Source: an optimization exercise on an open RTL-to-GDS flow (aim: small area and a short achievable clock period). Production flows keep margins and buffers that such runs may drop.
No run shown here included a check of the RTL's function; only the layout flow was run.
Power is estimated from default activity; no workload was simulated.

==> flow/design.v (outline; a module is shown in full before it is edited, if it fits) <==
// module float_copro_dp: 1551 lines
// module float_copro: 40 lines
module float_copro
   (
    input  logic        clk,
    input  logic        copro_valid,
    input  logic        copro_accept,
    input  logic [10:0] copro_opcode,
    input  logic [31:0] copro_op0,
    input  logic [31:0] copro_op1,
    output logic        copro_complete,
    output logic [31:0] copro_result
    );
  // ...
==> flow/flow/run.sh <==
#!/bin/bash
# Standard ORFS layout (the standard.sh) with these changes:
#  - after the standard synthesis, flow/fixinv.py removes the inverters that
#    Yosys's full-adder extraction leaves between adder cells (it flips the
#    polarity of adder cells, which are self-dual), and the netlist is loaded
#    from the result;
#  - ports are buffered with buf_1 cells (the standard flow picks a larger
#    delay cell); the resizer still sizes them up where timing needs it;
set -euo pipefail
MARGIN=${MARGIN:-7.8}
R=orfs/results/$FLOW_PLATFORM/float_copro/base
bash standard.sh synth > log_synth.txt 2>&1
cp $R/1_2_yosys.v $R/1_2_yosys_orig.v
python3 flow/fixinv.py $R/1_2_yosys_orig.v $R/1_2_yosys_fixinv.v > log_fixinv.txt 2>&1
python3 flow/xorbal.py $R/1_2_yosys_fixinv.v $R/1_2_yosys.v > log_xorbal.txt 2>&1
rm -f $R/1_synth.odb $R/1_synth.sdc
bash standard.sh synth > log_synth_odb.txt 2>&1
for step in floorplan place cts route finish; do
  bash standard.sh SETUP_SLACK_MARGIN=$MARGIN \
    "BUFFER_PORTS_ARGS=-buffer_cell sky130_fd_sc_hd__buf_1" $step > log_$step.txt 2>&1
done
==> flow/flow/fixinv.py <==
#!/usr/bin/env python3
"""Remove inverters around full adders in a Yosys-written gate netlist.

A full adder is self-dual: FA(~a, ~b, ~c) = (~cout, ~sum).  Yosys's extract_fa
leaves many inverters between adder cells.  This script chooses a polarity for
every full-adder cell (all its pins inverted or not) and for every xor2/xnor2
cell (an xor2 is an xnor2 with its output inverted), so that as few signals as
possible are needed in both polarities, and rebuilds the netlist with one
inverter for each signal that is.  Usage: fixinv.py IN.v OUT.v"""
import re, sys, random, math

LIB = "sky130_fd_sc_hd__"
OUTPINS = {"X", "Y", "Q", "Q_N", "COUT", "SUM", "HI", "LO"}

src = open(sys.argv[1]).read()
m = re.search(r"^\s*" + LIB, src, re.M)
head, body = src[:m.start()], src[m.start():]
end = body.rindex("endmodule")
tail, body = body[end:], body[:end]

inst_re = re.compile(r"\s*(" + LIB + r"\w+)\s+(\S+)\s*\((.*?)\);\s*", re.S)
pin_re = re.compile(r"\.(\w+)\(\s*(.*?)\s*\)\s*(?:,|$)", re.S)
cells, order = {}, []
pos = 0
while pos < len(body):
    mm = inst_re.match(body, pos)
    if not mm:
        if body[pos:].strip():
            sys.exit("unparsed netlist text: " + body[pos:pos + 200])
        break
    typ, name, pins = mm.groups()
    cells[name] = [typ, {p: n.strip() for p, n in pin_re.findall(pins.strip())}]
    order.append(name)
    pos = mm.end()

ports = set()
for mo in re.finditer(r"^\s*(?:output|input)\s+(\[\d+:\d+\]\s*)?(\S+)\s*;", head, re.M):
    rng, nm = mo.groups()
    if rng:
        a, b = map(int, re.findall(r"\d+", rng))
        ports.update(f"{nm}[{i}]" for i in range(min(a, b), max(a, b) + 1))
    ports.add(nm)

def kind(c):
    t = cells[c][0][len(LIB):]
    if t.startswith("inv_") or t.startswith("clkinv_"):
        return "inv"
    if t.startswith("fa_"):
        return "fa"
    if t.startswith("xor2_") or t.startswith("xnor2_"):
        return "x2"
    return "other"

drv, lds = {}, {}
for c, (t, pm) in cells.items():
    for p, n in pm.items():
        (drv.__setitem__(n, (c, p)) if p in OUTPINS else lds.setdefault(n, []).append((c, p)))

# root of every net through inverter chains
def root(n):
    par = 0
    seen = 0
    while n in drv and kind(drv[n][0]) == "inv" and seen < 50:
        n = cells[drv[n][0]][1]["A"]
        par ^= 1
        seen += 1
    return n, par

invs = [c for c in cells if kind(c) == "inv"]
roots = {}   # root net -> {"loads": [(cell, pin, par)], "names": {par: name}}
def R(r):
    return roots.setdefault(r, {"loads": [], "names": {0: r}})
for n in set(list(drv) + list(lds)):
    if n in drv and kind(drv[n][0]) == "inv":
        r, par = root(n)
        R(r)["names"].setdefault(par, n)
for c in cells:
    if kind(c) == "inv":
        continue
    for p, n in cells[c][1].items():
        if p in OUTPINS:
            continue
        r, par = root(n)
        R(r)["loads"].append((c, p, par))
for r, d in roots.items():
    for par, name in list(d["names"].items()):
        pass
port_need = {}
for pn in ports:
    if pn in drv or pn in lds:
        r, par = root(pn)
        if r in roots or pn in drv:
            R(r)
            if roots[r]["names"].get(par) not in (None, pn):
                # two names of the same phase, one a port: keep as is by making the
                # port a separate load that needs that phase
                pass
            roots[r]["names"][par] = pn
            port_need.setdefault(r, set()).add(par)

flip = {c: 0 for c in cells if kind(c) in ("fa", "x2")}
def drvflip(r):
    d = drv.get(r)
    if d is None:
        return 0
    c = d[0]
    return flip.get(c, 0)

def loadflip(c):
    return flip.get(c, 0) if kind(c) == "fa" else 0

def cost_root(r):
    d = roots[r]
    s = drvflip(r)
    need = set()
    for c, p, par in d["loads"]:
        need.add(par ^ loadflip(c) ^ s)
    for par in port_need.get(r, ()):
        need.add(par ^ s)
    return 1 if len(need) > 1 or (need == {1}) else 0
# note: need == {1} alone means every load wants the other phase: 1 inverter

cell_roots = {}
for r, d in roots.items():
    if r in drv:
        cell_roots.setdefault(drv[r][0], set()).add(r)
    for c, p, par in d["loads"]:
        cell_roots.setdefault(c, set()).add(r)

def total():
    return sum(cost_root(r) for r in roots)

start_inv = len(invs)
best = total()
cur = best
bestflip = dict(flip)
vars_ = list(flip)
random.seed(1)
T = 1.0
N = 60000
for it in range(N):
    T = 1.0 * (1 - it / N) + 0.02
    c = random.choice(vars_)
    rs = cell_roots.get(c, ())
    before = sum(cost_root(r) for r in rs)
    flip[c] ^= 1
    after = sum(cost_root(r) for r in rs)
    dlt = after - before
    if dlt <= 0 or random.random() < math.exp(-dlt / T):
        cur += dlt
        if cur < best:
            best = cur
            bestflip = dict(flip)
    else:
        flip[c] ^= 1
flip = bestflip

# rebuild
for c in invs:
    del cells[c]
newid = [0]
new_wires = []
def fresh(base):
    newid[0] += 1
    n = f"_fixinv_{newid[0]}_"
    new_wires.append(n)
    return n
ninv = 0
for r, d in roots.items():
    s = drvflip(r)
    names = dict(d["names"])
    if r in drv:
        # driver output now carries phase s
        pass
    need = {}
    for c, p, par in d["loads"]:
        ph = par ^ loadflip(c)
        need.setdefault(ph, []).append((c, p))
    for par in port_need.get(r, ()):
        need.setdefault(par, [])
    if not need:
        continue
    # the driven net: name of phase s
    if s not in names:
        names[s] = fresh(r)
    if r in drv:
        c, p = drv[r]
        cells[c][1][p] = names[s]
    for ph, lst in need.items():
        if ph not in names:
            names[ph] = fresh(r)
        for c, p in lst:
            cells[c][1][p] = names[ph]
        if ph != s:
            newid[0] += 1
            nm = f"_fixinv_i{newid[0]}_"
            cells[nm] = [LIB + "inv_1", {"A": names[s], "Y": names[ph]}]
            order.append(nm)
            ninv += 1
for c in cells:
    if kind(c) == "fa" and flip[c]:
        pass  # pins already rewired by phase; the cell itself is unchanged

for c in list(cells):
    if kind(c) == "x2" and flip[c]:
        t = cells[c][0]
        pm = cells[c][1]
        if "xnor2_" in t:
            cells[c][0] = t.replace("xnor2_", "xor2_")
            pm["X"] = pm.pop("Y")
        else:
            cells[c][0] = t.replace("xor2_", "xnor2_")
            pm["Y"] = pm.pop("X")
out = [head]
for w in new_wires:
    out.append(f"  wire {w};\n")
for c in order:
    if c in cells:
        t, pm = cells[c]
        out.append(f"  {t} {c} (\n" + ",\n".join(f"    .{p}({n}{' ' if n.startswith(chr(92)) else ''})" for p, n in pm.items()) + "\n  );\n")
out.append(tail)
open(sys.argv[2], "w").write("".join(out))
print(f"fixinv: inverters {start_inv} -> {ninv} (model {best}); flipped {sum(flip.values())} cells",
      file=sys.stderr)
==> flow/flow/xorbal.py <==
#!/usr/bin/env python3
"""Rebalance xor trees in a gate netlist by estimated arrival time.

ABC sees the logic between full-adder cells with every input arriving at the
same time, so the parity of the top product column (an xor of many adder
outputs) often has its latest inputs at the bottom of the tree.  This pass
finds every tree of xor2/xnor2/xor3/xnor3 cells (each inner cell feeding only
the next one), estimates when each leaf signal arrives with a coarse delay
model, and rebuilds the tree from xor2 cells, always joining the two earliest
signals (an xnor2 at the root when the parity is inverted).
Usage: xorbal.py IN.v OUT.v"""
import re, sys

LIB = "sky130_fd_sc_hd__"
OUTPINS = {"X", "Y", "Q", "Q_N", "COUT", "SUM", "HI", "LO"}

src = open(sys.argv[1]).read()
m = re.search(r"^\s*" + LIB, src, re.M)
head, body = src[:m.start()], src[m.start():]
end = body.rindex("endmodule")
tail, body = body[end:], body[:end]
inst_re = re.compile(r"\s*(" + LIB + r"\w+)\s+(\S+)\s*\((.*?)\);\s*", re.S)
pin_re = re.compile(r"\.(\w+)\(\s*(.*?)\s*\)\s*(?:,|$)", re.S)
cells, order = {}, []
pos = 0
while pos < len(body):
    mm = inst_re.match(body, pos)
    if not mm:
        if body[pos:].strip():
            sys.exit("unparsed netlist text: " + body[pos:pos + 200])
        break
    typ, name, pins = mm.groups()
    cells[name] = [typ, {p: n.strip() for p, n in pin_re.findall(pins.strip())}]
    order.append(name)
    pos = mm.end()
ports = set()
for mo in re.finditer(r"^\s*(?:output|input)\s+(\[\d+:\d+\]\s*)?(\S+)\s*;", head, re.M):
    rng, nm = mo.groups()
    if rng:
        a, b = map(int, re.findall(r"\d+", rng))
        ports.update(f"{nm}[{i}]" for i in range(min(a, b), max(a, b) + 1))
    ports.add(nm)

def base(c):
    return re.sub(r"_\d+$", "", cells[c][0][len(LIB):])

XOR = {"xor2": (["A", "B"], "X", 0), "xnor2": (["A", "B"], "Y", 1),
       "xor3": (["A", "B", "C"], "X", 0), "xnor3": (["A", "B", "C"], "X", 1)}

def build():
    drv, lds = {}, {}
    for c, (t, pm) in cells.items():
        for p, n in pm.items():
            if p in OUTPINS:
                drv[n] = (c, p)
            else:
                lds.setdefault(n, []).append((c, p))
    return drv, lds
drv, lds = build()

DELAY = {"fa": {"SUM": 0.5, "COUT": 0.42}, "ha": {"SUM": 0.3, "COUT": 0.25},
         "dfxtp": {"Q": 0.4}, "xor2": 0.2, "xnor2": 0.2, "xor3": 0.35, "xnor3": 0.35,
         "inv": 0.07, "buf": 0.15, "clkbuf": 0.15}
memo = {}
def arrival(n, depth=0):
    if n in memo:
        return memo[n]
    d = drv.get(n)
    if d is None or depth > 400:
        return 0.0
    c, p = d
    b = base(c)
    dl = DELAY.get(b, 0.2)
    if isinstance(dl, dict):
        dl = dl.get(p, 0.3)
    dl += 0.02 * len(lds.get(n, []))
    if b.startswith("dfxtp") or b.startswith("dfrtp"):
        t = dl
    else:
        t = dl + max([arrival(x, depth + 1) for q, x in cells[c][1].items()
                      if q not in OUTPINS] + [0.0])
    memo[n] = t
    return t

def is_x(c):
    return c in cells and base(c) in XOR

def inner(c):
    """c is an inner node: its output feeds exactly one load, an xor cell."""
    out = cells[c][1][XOR[base(c)][1]]
    l = lds.get(out, [])
    return out not in ports and len(l) == 1 and is_x(l[0][0])

sys.setrecursionlimit(10000)
for n in list(drv):
    arrival(n)
QUANT = 0.8
roots = [c for c in order if is_x(c) and not inner(c)]
newid = [0]
new_wires = []
changed = 0
for r in roots:
    leaves, parity, members = [], 0, []
    stack = [r]
    while stack:
        c = stack.pop()
        members.append(c)
        ins, out, inv = XOR[base(c)]
        parity ^= inv
        for p in ins:
            n = cells[c][1][p]
            d = drv.get(n)
            if d and is_x(d[0]) and inner(d[0]) and d[0] not in members:
                stack.append(d[0])
            else:
                # an inverter in front of the tree only flips its parity
                while d and d[0] in cells and base(d[0]) in ("inv", "clkinv"):
                    n = cells[d[0]][1]["A"]
                    parity ^= 1
                    d = drv.get(n)
                leaves.append(n)
    if len(leaves) < 3:
        continue
    # equal leaves cancel
    cnt = {}
    for n in leaves:
        cnt[n] = cnt.get(n, 0) + 1
    leaves = [n for n in cnt for _ in range(cnt[n] % 2)]
    if len(leaves) < 2:
        continue
    # arrival estimates are coarse: quantize them so that leaves of about the
    # same arrival are joined in balanced trees rather than chains
    items = sorted((round(arrival(n) / QUANT) * QUANT, n) for n in leaves)
    rout = cells[r][1][XOR[base(r)][1]]
    for c in members:
        del cells[c]
    while len(items) > 1:
        (t0, x), (t1, y) = items[0], items[1]
        items = items[2:]
        last = not items
        newid[0] += 1
        nm = f"_xorbal_{newid[0]}_"
        if last:
            o = rout
            typ = "xnor2_1" if parity else "xor2_1"
        else:
            o = f"_xorbal_n{newid[0]}_"
            new_wires.append(o)
            typ = "xor2_1"
        cells[nm] = [LIB + typ, {"A": x, "B": y, ("Y" if typ.startswith("xnor") else "X"): o}]
        order.append(nm)
        items.append((max(t0, t1) + 0.2, o))
        items.sort()
    changed += 1

# drop inverters left without loads
while True:
    drv, lds = build()
    dead = [c for c in cells if base(c) in ("inv", "clkinv")
            and not lds.get(cells[c][1]["Y"]) and cells[c][1]["Y"] not in ports]
    if not dead:
        break
    for c in dead:
        del cells[c]

out = [head]
for w in new_wires:
    out.append(f"  wire {w};\n")
for c in order:
    if c in cells:
        t, pm = cells[c]
        out.append(f"  {t} {c} (\n" + ",\n".join(
            f"    .{p}({n}{' ' if n.startswith(chr(92)) else ''})" for p, n in pm.items()) + "\n  );\n")
out.append(tail)
open(sys.argv[2], "w").write("".join(out))
print(f"xorbal: rebuilt {changed} xor trees", file=sys.stderr)
==> flow/standard.sh <==
#!/bin/bash
# synth_recipe.tcl (not shown) runs the flow's synth.tcl, then flattens the netlist and writes it again
# the make line also repeats each setting of config.mk as NAME=value (left out here)
make -C /OpenROAD-flow-scripts/flow DESIGN_CONFIG=/design/flow/config.mk WORK_HOME=/design/flow/orfs CLKGATE_MAP_FILE= SYNTH_SCRIPT=/design/flow/synth_recipe.tcl "${@:-finish}"
==> flow/config.mk <==
export PLATFORM = sky130hd
export DESIGN_NAME = float_copro
export DESIGN_NICKNAME = float_copro
export VERILOG_FILES = /design/flow/design.v
export SDC_FILE = /design/flow/constraint.sdc
export NUM_CORES = 4
export LEC_CHECK = 0
export CAP_MARGIN = 20
export CORE_MARGIN = 2
export CORE_UTILIZATION = 65
export SLEW_MARGIN = 20
==> flow/constraint.sdc <==
create_clock -name core_clock -period 14.0 [get_ports {clk}]
set_input_delay 2.8000 -clock core_clock [delete_from_list [all_inputs] [get_ports {clk}]]
set_output_delay 2.8000 -clock core_clock [all_outputs]
set_load 0.01 [all_outputs]
==> run notes, run 1 <==
* number of cells on the critical path: 20
* run status: complete, no violations
* power share of the clock group: 18.4%
* worst reg-to-reg setup slack: 8.10 ns
* Setup TNS Final: 0 ns
* sw frac: 43.77%
* cells traversed along the worst timing path: buf_4, and2_1, a22oi_1, xor2_1, xor2_1, xor2_1, xor2_1, xor2_1, xor2_1, xor2_1, xor2_1, xor2_1, xor2_1, xor2_1, xor2_1, xor2_1, xor2_1, xor2_1, xor2_1, xor2_1
* multi-input gates: 1163
* vias in the first global route: 11890
* length of routed wiring on met1: 16.63 mm
* portion of the layout cell area used by clock cells: 4.007%
* power consumed by sequential cells: 471 uW
* Vias: 11608
* global-route wire length before repair: 65.58 mm
* number of cells on the worst hold path: 2
* die outline area: 23440 um2
* global-route met3 utilization: 8.761%
* clock buffers created by TritonCTS: 17
* worst setup timing slack at the placement stage: 7.616 ns
* area taken by multi-input logic gates: 11470 um2
* CTS tree: built
* worst min-delay path category: register to register
* count of routing violations after the opening detailed-route iteration: 1445
* area-dominant cell class after layout: multi-input gates
* Arrival @ worst endpoint: 6.23 ns
* uppermost metal layer occupied by signal nets: met4
* Port Buf Inserts: 101
* Clock Skew: 0.01397 ns
* Top Registers: a_r: 32 flops, b_r: 32 flops, lo_r: 20 flops
* Area growth syn-to-layout: 7.809%
* total iterations of the first detailed-routing run: 6
* transition time of the tightest slew-check pin: 1.161 ns
* Filler Cell Count: 1717
* Synth Cell Area: 14450 um2
* fmax: 0.1694 GHz
* element type at the critical path end: register
==> module float_copro, before the edit <==
module float_copro
   (
    input  logic        clk,
    input  logic        copro_valid,
    input  logic        copro_accept,
    input  logic [10:0] copro_opcode,
    input  logic [31:0] copro_op0,
    input  logic [31:0] copro_op1,
    output logic        copro_complete,
    output logic [31:0] copro_result
    );
   logic [31:0] a_r, b_r;
   logic        mul_r, as_r, sub_r;    
   logic [3:0]  cnt;           
   logic [19:0] lo_d, lo_r;
   logic        cy_d, cy_r;
   logic [11:0] hs_d, hc_d, hs_r, hc_r;
   float_copro_dp datapath (
      .a(a_r), .b(b_r), .mul(mul_r), .addsub(as_r), .sub(sub_r),
      .lo(lo_d), .lo_cy(cy_d), .hi_s(hs_d), .hi_c(hc_d)
   );
   always_ff @(posedge clk) begin
      a_r   <= copro_op0;
      b_r   <= copro_op1;
      mul_r <= copro_opcode[1:0] == 2'd2;
      as_r  <= !copro_opcode[1];
      sub_r <= copro_opcode[1:0] == 2'd1;
      lo_r  <= lo_d;
      cy_r  <= cy_d;
      hs_r  <= hs_d;
      hc_r  <= hc_d;
      if (!copro_valid || copro_accept)
         cnt <= 4'd0;
      else if (cnt != 4'd15)
         cnt <= cnt + 4'd1;
   end
   assign copro_complete = mul_r ? cnt >= 4'd2 : as_r ? cnt >= 4'd3 : cnt >= 4'd11;
   wire [12:0] hi = {hs_r, 1'b1} + {hc_r, cy_r};
   assign copro_result = {hi[12:1], lo_r};
endmodule
==> inputs of run 2 (changes only) <==
--- a/flow/design.v
+++ b/flow/design.v
@@ -1,41 +1,19 @@
 module float_copro_dp (
-   input  logic [31:0] a,
+   input  logic [15:0] one,
+   input  logic [15:0] two,
+   input  logic [15:0] neg,
    input  logic [31:0] b,
-   input  logic        mul,     
-   input  logic        addsub,      
-   input  logic        sub,     
-   output logic [19:0] lo,
+   input  logic [31:0] c,
+   output logic [23:0] lo,
    output logic        lo_cy,
-   output logic [11:0] hi_s,
-   output logic [11:0] hi_c
+   output logic [7:0] hi_s,
+   output logic [7:0] hi_c
    );
-   wire [15:0] one, two, neg;
-   wire [31:0] c = a & {32{addsub}};
-   genvar k;
-   generate
-      for (k = 0; k < 16; k = k + 1) begin : enc
-         wire x2 = a[2*k+1];
-         wire x1 = a[2*k];
-         wire x0 = (k == 0) ? 1'b0 : a[(k == 0) ? 0 : 2*k-1];
-         wire e1 = x1 ^ x0;
-         wire e2 = (x2 & ~x1 & ~x0) | (~x2 & x1 & x0);
-         wire en = x2 & ~(x1 & x0);
-         if (k == 0) begin : r0
-            assign one[k] = mul ? e1 : addsub;
-            assign two[k] = mul & e2;
-            assign neg[k] = mul ? en : sub;
-         end else begin : rk
-            assign one[k] = mul & e1;
-            assign two[k] = mul & e2;
-            assign neg[k] = mul & en;
-         end
-      end
-   endgenerate
    wire pp0_0;
    wire pp0_1;
    wire pp0_2;
    wire pp0_3;
    wire pp0_4;
    wire pp0_5;
    wire pp0_6;
    wire pp0_7;
@@ -1540,52 +1518,113 @@
    assign tx24 = tx22 ^ tx23;
    assign tx25 = fc99 ^ fc142;
    assign tx26 = tx24 ^ tx25;
    assign tx27 = tx26 ^ fc143;
    assign tx28 = tx27 ^ fc168;
    assign tx29 = tx28 ^ fc196;
    wire [31:0] rs = {tx29, fc195, fc194, fc193, fc192, fc191, fc190, fc189, fc188, fc187, fc186, fc185, fc184, fc183, fc182, fc181, fc180, fc179, fc178, fc177, fc176, fc175, fc174, fc173, fc172, fc171, fc170, hc29, hs29, hc28, hc27, pp0_0};
    wire [31:0] rc = {1'b0, fs196, fs195, fs194, fs193, fs192, fs191, fs190, fs189, fs188, fs187, fs186, fs185, fs184, fs183, fs182, fs181, fs180, fs179, fs178, fs177, fs176, fs175, fs174, fs173, fs172, fs171, fs170, fc169, fs169, hs28, hs27};
-   assign {lo_cy, lo} = {1'b0, rs[19:0]} + {1'b0, rc[19:0]};
-   assign hi_s = rs[31:20];
-   assign hi_c = rc[31:20];
+   float_copro_add #(.N(24), .CI(0)) lo_add (.a(rs[23:0]), .b(rc[23:0]), .ci(1'b0), .y({lo_cy, lo}));
+   assign hi_s = rs[31:24];
+   assign hi_c = rc[31:24];
+endmodule
+module float_copro_enc (
+   input  logic [31:0] a,
+   input  logic        mul,
+   input  logic        addsub,
+   input  logic        sub,
+   output logic [15:0] one,
+   output logic [15:0] two,
+   output logic [15:0] neg
+   );
+   genvar k;
+   generate
+      for (k = 0; k < 16; k = k + 1) begin : enc
+         wire x2 = a[2*k+1];
+         wire x1 = a[2*k];
+         wire x0 = (k == 0) ? 1'b0 : a[(k == 0) ? 0 : 2*k-1];
+         wire e1 = x1 ^ x0;
+         wire e2 = (x2 & ~x1 & ~x0) | (~x2 & x1 & x0);
+         wire en = x2 & ~(x1 & x0);
+         if (k == 0) begin : r0
+            assign one[k] = mul ? e1 : addsub;
+            assign two[k] = mul & e2;
+            assign neg[k] = mul ? en : sub;
+         end else begin : rk
+            assign one[k] = mul & e1;
+            assign two[k] = mul & e2;
+            assign neg[k] = mul & en;
+         end
+      end
+   endgenerate
+endmodule
+module float_copro_add #(parameter N = 8, parameter CI = 0) (
+   input  logic [N-1:0] a,
+   input  logic [N-1:0] b,
+   input  logic         ci,
+   output logic [N:0]   y
+   );
+   generate
+      if (CI == 0) begin : c0
+         assign y = {1'b0, a} + {1'b0, b};
+      end else begin : c1
+         wire [N+1:0] t = {1'b0, a, 1'b1} + {1'b0, b, (CI == 1) ? 1'b1 : ci};
+         assign y = t[N+1:1];
+      end
+   endgenerate
 endmodule
 module float_copro
    (
     input  logic        clk,
     input  logic        copro_valid,
     input  logic        copro_accept,
     input  logic [10:0] copro_opcode,
     input  logic [31:0] copro_op0,
     input  logic [31:0] copro_op1,
     output logic        copro_complete,
     output logic [31:0] copro_result
     );
-   logic [31:0] a_r, b_r;
-   logic        mul_r, as_r, sub_r;    
-   logic [3:0]  cnt;           
-   logic [19:0] lo_d, lo_r;
+   wire mul_d    = copro_opcode[1:0] == 2'd2;
+   wire addsub_d = !copro_opcode[1];
+   wire sub_d    = copro_opcode[1:0] == 2'd1;
+   logic        mul_r, as_r;    
+   logic [3:0]  cnt;            
+   logic [31:0] b_r, c_r;
+   logic [15:0] one, two, neg;
+   logic [15:0] one_d, two_d, neg_d;
+   float_copro_enc encoder (
+      .a(copro_op0), .mul(mul_d), .addsub(addsub_d), .sub(sub_d),
+      .one(one_d), .two(two_d), .neg(neg_d)
+   );
+   logic [15:0] one_r, two_r, neg_r;
+   assign one = one_r;
+   assign two = two_r;
+   assign neg = neg_r;
+   logic [23:0] lo_d, lo_r;
    logic        cy_d, cy_r;
-   logic [11:0] hs_d, hc_d, hs_r, hc_r;
+   logic [7:0] hs_d, hc_d, hs_r, hc_r;
    float_copro_dp datapath (
-      .a(a_r), .b(b_r), .mul(mul_r), .addsub(as_r), .sub(sub_r),
+      .one(one), .two(two), .neg(neg), .b(b_r), .c(c_r),
       .lo(lo_d), .lo_cy(cy_d), .hi_s(hs_d), .hi_c(hc_d)
    );
    always_ff @(posedge clk) begin
-      a_r   <= copro_op0;
       b_r   <= copro_op1;
-      mul_r <= copro_opcode[1:0] == 2'd2;
-      as_r  <= !copro_opcode[1];
-      sub_r <= copro_opcode[1:0] == 2'd1;
+      mul_r <= mul_d;
+      as_r  <= addsub_d;
+      one_r <= one_d;
+      two_r <= two_d;
+      neg_r <= neg_d;
+      c_r   <= copro_op0 & {32{addsub_d}};
       lo_r  <= lo_d;
       cy_r  <= cy_d;
       hs_r  <= hs_d;
       hc_r  <= hc_d;
       if (!copro_valid || copro_accept)
          cnt <= 4'd0;
       else if (cnt != 4'd15)
          cnt <= cnt + 4'd1;
    end
    assign copro_complete = mul_r ? cnt >= 4'd2 : as_r ? cnt >= 4'd3 : cnt >= 4'd11;
-   wire [12:0] hi = {hs_r, 1'b1} + {hc_r, cy_r};
-   assign copro_result = {hi[12:1], lo_r};
+   wire [8:0] hi;
+   float_copro_add #(.N(8), .CI(2)) hi_add (.a(hs_r), .b(hc_r), .ci(cy_r), .y(hi));
+   assign copro_result = {hi[7:0], lo_r};
 endmodule
--- a/flow/flow/run.sh
+++ b/flow/flow/run.sh
@@ -2,17 +2,17 @@
 # Standard ORFS layout (the standard.sh) with these changes:
 #  - after the standard synthesis, flow/fixinv.py removes the inverters that
 #    Yosys's full-adder extraction leaves between adder cells (it flips the
 #    polarity of adder cells, which are self-dual), and the netlist is loaded
 #    from the result;
 #  - ports are buffered with buf_1 cells (the standard flow picks a larger
 #    delay cell); the resizer still sizes them up where timing needs it;
 set -euo pipefail
-MARGIN=${MARGIN:-7.8}
+MARGIN=${MARGIN:-9.0}
 R=orfs/results/$FLOW_PLATFORM/float_copro/base
 bash standard.sh synth > log_synth.txt 2>&1
 cp $R/1_2_yosys.v $R/1_2_yosys_orig.v
 python3 flow/fixinv.py $R/1_2_yosys_orig.v $R/1_2_yosys_fixinv.v > log_fixinv.txt 2>&1
 python3 flow/xorbal.py $R/1_2_yosys_fixinv.v $R/1_2_yosys.v > log_xorbal.txt 2>&1
 rm -f $R/1_synth.odb $R/1_synth.sdc
 bash standard.sh synth > log_synth_odb.txt 2>&1
 for step in floorplan place cts route finish; do
==> run 2 against run 1 <==
- still clean on timing, DRC and antenna
- synthesized area up 5.5%
- global-route usage down 0.47 points
- worst hold slack worse by 0.0028 ns
- sequential share of layout area up 4.5 points
- highest routed layer is now met5
==> run notes, run 2 <==
* run status: complete, no violations
* final hold violation count: 0
* worst min-delay path endpoint: cnt[2]
* Avg Inst Size Synth: 10.19 um2
* die outline area: 24700 um2, +5.4%
* crit-path most repeated cell: sky130_fd_sc_hd__o21ai_1
* Bufs on Longest Clock Path: 2
* clock slew seen by the registers of the worst setup and hold paths: 0.08 ns
* Arrival @ worst endpoint: 2.41 ns, -3.82 ns
* Max VDD drop: 0.1442 mV
* Row Count: 56
* most frequent cells in the layout: sky130_fd_sc_hd__a22oi_1 (256), sky130_fd_sc_hd__xnor2_1 (254), sky130_fd_sc_hd__fa_1 (197)
* Die Span Y: 157.2 um
* element type at the critical path end: output port
* RSZ-0062 raised after global routing: yes
* count of routing violations after the opening detailed-route iteration: 1459, +0.97%
* Final Power: 3022 uW
* vias in the first global route: 11810, -0.67%
* global-route wire length before repair: 66.39 mm, +1.2%
* number of levels in the clock H-tree: 4
* clock insertion delay at the later pin of the skew report: 0.45 ns
* max capacitance violation total: 0
* relative slew slack: 22.78%
* Area growth syn-to-layout: 8.453%
* depth of the most critical reg-to-reg path: 13
* clock buffers created by TritonCTS: 17, unchanged
* Vias: 11626, +0.16%
* total leakage power: 0.006622 uW
* pins over their slew limit: 0
* power share of the clock group: 15.9%, -2.5 points
* routed wirelength normalized by instance count: 23.02 um
* Via density: 6.284
* Setup TNS Final: 0 ns, unchanged
* startpoint of the worst hold path: cnt[3]
* fmax: 0.1919 GHz, +13%
* delay of the slowest cell on the worst path: 0.38 ns
* largest net degree at the start of global routing: 51
* CTS tree: built
* Crit path required time: 11.20 ns
* sw frac: 43.76%, about the same
* most frequent standard cell in the layout excluding fill and tap cells: sky130_fd_sc_hd__a22oi_1
* top-level I/O count: 111
* total iterations of the first detailed-routing run: 10, +4
* cell at the root of the clock tree: sky130_fd_sc_hd__clkbuf_16
* Clock Sinks: 158
* worst min-delay path category: register to register
* ANT cells: 0
* detailed-route wire length: 42.59 mm
* number of cells on the worst hold path: 2, unchanged
* Total GRT Usage: 35.70%
* worst reg-to-reg setup slack: 8.94 ns, +0.84 ns
* switching power summed over all nets: 1323 uW
* final layout net count: 1872
* Horiz. Die Dim: 157.2 um
* Top Registers: b_r: 32 flops, c_r: 32 flops, lo_r: 24 flops
* proportion of layout cells with a drive suffix above 1: 7.381%
* starting density of the core: 65.54%
* Worst Path Class, Setup: register to output port
* final critical delay including setup and external delays: 5.212 ns
* share of the clock period used by the worst path after layout: 37.23%
* placeable core region: 23260 um2
* Reg-to-Reg Start: neg_r[3]
* Final Wtd Congestion: 0.9247
* yosys synthesis warning count: 1
* Antenna Nets Post-Route: 0
* grt total ovfl: 0
* endpoints failing setup: 0
* hpwl dp: 28.66 mm
* Clock Skew: 0.01700 ns, +0.003026 ns
* kind of launch point of the worst setup path: register
* CP max FO: 2
* cells traversed along the worst timing path: fa_2, inv_2, nor2b_1, o21ai_1, a21boi_1, o21ai_1, nand2b_1, a21o_1, a21oi_2, xnor2_1, buf_2
* internal power component: 1700 uW
* antenna violations before repair: 0
* cell with the largest stage delay on the worst path: sky130_fd_sc_hd__fa_2
* power density normalized to cell area: 182.8 nW/um2
* power share of the combinational group: 64.1%
* RR Endpoint: lo_r[23]
* post-synthesis instance total: 1496
* Port Buf Inserts: 101, unchanged
* total DRC errors in the routed layout: 0
* sequential group share of total power: 20.0%
* Synth Cell Area: 15250 um2, +5.5%
* transition time of the tightest slew-check pin: 1.157 ns, -0.004042 ns
==> run 2: timing repair <==
action                     4_1_cts  5_1_grt
hold buffers                     0        0
gates resized for setup         21       22
setup endpoints to repair        8        8
buffers inserted                 2        4
pin swaps                       12        5
==> run 2: power by group through the flow <==
stage	logic, uW	clock network [uW]	registers, uW
floorplan	1450	0	609
global placement	1860	0	612
detailed placement	1900	0	614
CTS	1930	483	606
global route	2190	504	615
finish	1940	479	606
==> run 2: final cells by class <==
cell class	instances	area (um2)
repair buffers	145	773.2
flip-flops and latches	158	3196
multi-input cells	1172	11490
fillers	1856	6728
inverters	24	90.09
clock buffers	19	452.9
clock inverters	13	133.9
well taps	319	399.1
==> run 2: how the worst max path moves through the flow <==
stage / cells after the start / from / end
after floorplan: 19 / two_r[1] / lo_r[23]
after global placement: 17 / b_r[11] / lo_r[23]
after detailed placement: 17 / b_r[11] / lo_r[23]
after CTS: 11 / cy_r / copro_result[31]
after global routing: 11 / cy_r / copro_result[31]
final: 11 / cy_r / copro_result[31]
==> run 2: metal layers <==
layer	vias up	global-route usage, %	wire length, um
met5	-	1.656	51
met3	106	8.535	4945
met4	2	10.43	1294
met2	721	53.40	18550
li1	5155	-	-
met1	5642	51.64	17740
==> run 2: worst max-delay path: cells and delay by family, from the launching register on <==
family                   cells  cell delay (ns)
adder cells (fa/ha/maj)      1             0.38
AO/OA/AOI/OAI                5             0.77
AND/OR/NAND/NOR              2             0.14
buffers and inverters        2             0.22
XOR/XNOR                     1             0.13
flip-flops                   1             0.34
==> run 2: stage by stage <==
stage               setup WS, ns  instances  util, %  instance area, um2  hold slack, ns
floorplan                  9.014       1496        -               15250          0.5235
global placement           8.469       1812    67.81               15770          0.5546
detailed placement         8.479       1812    67.81               15770          0.5661
CTS                        8.828       1846    70.58               16420          0.5820
global route               8.689       1850    71.08               16530          0.6078
finish                     8.788       1850    71.08               16530          0.5838
==> inputs of run 3 (changes only) <==
--- a/flow/flow/run.sh
+++ b/flow/flow/run.sh
@@ -8,2 +8,4 @@
 #    delay cell); the resizer still sizes them up where timing needs it;
+#  - the buffers ABC put in are removed at floorplan (REMOVE_ABC_BUFFERS),
+#    so that the resizer buffers the design from scratch;
 set -euo pipefail
@@ -18,3 +20,3 @@
 for step in floorplan place cts route finish; do
-  bash standard.sh SETUP_SLACK_MARGIN=$MARGIN \
+  bash standard.sh SETUP_SLACK_MARGIN=$MARGIN REMOVE_ABC_BUFFERS=1 \
     "BUFFER_PORTS_ARGS=-buffer_cell sky130_fd_sc_hd__buf_1" $step > log_$step.txt 2>&1
==> run 3 against run 2 <==
- first-iteration DRC count fell by 12%
- clock power fell by 2%
- synthesized cell count did not move
- critical endpoint unchanged
==> run notes, run 3 <==
* Clock Skew: 0.01681 ns, -0.0001873 ns
* clock slew seen by the registers of the worst setup and hold paths: 0.08 ns, about the same
* total DRC errors in the routed layout: 0, unchanged
* Area growth syn-to-layout: 10.33%
* Total GRT Usage: 35.91%, +0.21 points
* final layout net count: 1890, +0.96%
* Avg Inst Size Synth: 10.19 um2, unchanged
* CTS tree: built
* largest net degree at the start of global routing: 51, unchanged
* power density normalized to cell area: 189.8 nW/um2, +3.8%
* cell with the largest stage delay on the worst path: sky130_fd_sc_hd__fa_2
* Antenna Nets Post-Route: 0, unchanged
* clock buffers created by TritonCTS: 17, unchanged
* most frequent standard cell in the layout excluding fill and tap cells: sky130_fd_sc_hd__a22oi_1
* yosys synthesis warning count: 1, unchanged
* grt total ovfl: 0, unchanged
* fmax: 0.1913 GHz, -0.29%
* RSZ-0062 raised after global routing: yes
* CP max FO: 2, unchanged
* worst-case setup margin in the final layout: 8.773 ns, -0.01494 ns
* number of levels in the clock H-tree: 4, unchanged
* Max VDD drop: 0.2145 mV, +49%
* final hold violation count: 0, unchanged
* post-layout utilization of the core: 72.31%, +1.2 points
* vias in the first global route: 12050, +2.0%
* transition time of the tightest slew-check pin: 0.9695 ns, -0.1873 ns
* max capacitance violation total: 0, unchanged
* element type at the critical path end: output port
* Final Wtd Congestion: 0.8492, -8.2%
* total iterations of the first detailed-routing run: 8, -2
* Vias: 11926, +2.6%
* starting density of the core: 65.54%, unchanged
* Bufs on Longest Clock Path: 2, unchanged
* Hold-fix buffers, CTS: 0, unchanged
* antenna violations before repair: 1, +1
* run status: complete, no violations
* cells traversed along the worst timing path: fa_2, inv_2, nor2b_2, o21ai_2, a21boi_2, o21ai_1, nand2b_1, a21o_1, a21oi_2, xnor2_1, buf_2
* worst min-delay path category: register to register
* post-synthesis instance total: 1496, unchanged
* Crit path required time: 11.20 ns, about the same
* delay of the slowest cell on the worst path: 0.38 ns, about the same
* endpoints failing setup: 0, unchanged
* Synth Cell Area: 15250 um2, unchanged
* placeable core region: 23260 um2, unchanged
* hpwl dp: 28.14 mm, -1.8%
* final critical delay including setup and external delays: 5.227 ns, +0.01494 ns
* cell at the root of the clock tree: sky130_fd_sc_hd__clkbuf_16
* share of the clock period used by the worst path after layout: 37.34%, +0.11 points
* proportion of layout cells with a drive suffix above 1: 9.038%, +1.7 points
* most frequent cells in the layout: sky130_fd_sc_hd__a22oi_1 (256), sky130_fd_sc_hd__xnor2_1 (254), sky130_fd_sc_hd__fa_1 (196)
* Clock Sinks: 158, unchanged
* pins over their slew limit: 0, unchanged
* Final Power: 3193 uW, +5.6%
* Setup TNS Final: 0 ns, unchanged
* Row Count: 56, unchanged
* Die Span Y: 157.2 um, unchanged
* WP buf/inv: 2, unchanged
* kind of launch point of the worst setup path: register
* worst setup timing slack at the placement stage: 8.662 ns, +0.1830 ns
* cell family with most CP delay: compound AO/OA/AOI/OAI gates
* Top Registers: b_r: 32 flops, c_r: 32 flops, lo_r: 24 flops
* count of routing violations after the opening detailed-route iteration: 1287, -12%
* Worst Path Class, Setup: register to output port
* die outline area: 24700 um2, unchanged
* total leakage power: 0.006736 uW, +1.7%
* global-route wire length before repair: 66.79 mm, +0.59%
* Arrival @ worst endpoint: 2.43 ns, +0.02 ns
* relative slew slack: 35.28%, +13 points
* Horiz. Die Dim: 157.2 um, unchanged
* Via density: 6.381, +1.5%
* detailed-route wire length: 43.60 mm, +2.4%
* top-level I/O count: 111, unchanged
* Port Buf Inserts: 101, unchanged
* clock insertion delay at the later pin of the skew report: 0.45 ns, about the same
* Filler Cell Count: 1812, -2.4%
* routed wirelength normalized by instance count: 23.33 um, +1.3%
## run 3: cell type report
cell class | count | area (um2) | share of cell area, %
Multi-Input combinational cell | 1172 | 11540 | 68.63
Sequential cell | 158 | 3192 | 18.98
Timing Repair Buffer | 163 | 1016 | 6.040
Clock buffer | 18 | 429.2 | 2.551
Tap cell | 319 | 399.1 | 2.373
Clock inverter | 14 | 147.6 | 0.8777
Inverter | 24 | 90.09 | 0.5356
Antenna cell | 1 | 2.502 | 0.01488
## run 3: what timing repair did
action | 4_1_cts | 5_1_grt
gates resized for setup | 28 | 45
pin swaps | 10 | 22
endpoints found under the setup margin | 6 | 8
cloned | 0 | 3
setup buffers | 9 | 9
## run 3: worst register-to-register path: cells and delay by family (launching register included)
family | cells | cell delay (ns)
and+or+nand+nor | 5 | 0.94
buffers and inverters | 1 | 0.15
AOI/OAI and AO/OA | 5 | 0.95
DFF | 1 | 0.35
adders and majority gates | 5 | 2.22
xor gates and xnor gates | 1 | 0.19
## run 3: path summary, 6_finish.rpt
kind,start,end,slack [ns],cells after the start
setup / recovery,hs_r[0],copro_result[31],8.77,11
hold / removal,cnt[3],cnt[2],0.57,2
setup reg to reg,one_r[1],lo_r[23],9.08,17
hold reg to reg,cnt[3],cnt[2],0.57,2
## run 3: metal layers
metal / share of wire (%) / track usage, %
met4: 3.2 / 11.65
met3: 11 / 8.480
met2: 46 / 57.50
met5: 0 / 0
met1: 39 / 48.46
## run 3: per-stage QoR
step,instances,hold slack [ns],area (um2)
2_1_floorplan,1354,0.5235,14710
3_3_place_gp,1815,0.5554,15800
3_5_place_dp,1815,0.5736,15800
4_1_cts,1856,0.5924,16520
5_1_grt,1869,0.6115,16820
6_report,1869,0.5742,16820
## run 3: power breakdown
group / switching [uW] / internal, uW
Clock: 230 / 238
Combinational: 1130 / 994
Sequential: 43.5 / 558
Total: 1400 / 1790

[static timing again, ports no longer ideal]
The results above use ideal ports. As a check the final layouts listed here were re-extracted and re-timed, cells and wires unchanged.
Step 1 (the two cells are an assumption about what drives the block):
set clk [get_ports {clk}]
set_driving_cell -lib_cell sky130_fd_sc_hd__clkbuf_16 $clk
set_driving_cell -lib_cell sky130_fd_sc_hd__buf_2 [delete_from_list [all_inputs] $clk]
Step 2 times the ports against the registers' clock, not the clock port: input delays grow and output delays shrink by t, the midpoint of the rising clock arrivals with the driver on.
a / b / c = ideal / step 1 / step 2; a / b = the first two.
run | shift t [ns] | slack for setup (ns) | clock arrival spread, ns | worst data-port slew with drivers (ns)
run 1 | 0.472 | 8.098 / 8.086 / 8.098 | 0.014 / 0.014 | 0.04
run 2 | 0.488 | 8.788 / 8.738 / 8.942 | 0.017 / 0.017 | 0.04
run 3 | 0.496 | 8.773 / 8.720 / 9.082 | 0.018 / 0.018 | 0.08
After both steps every run listed still meets setup and hold.
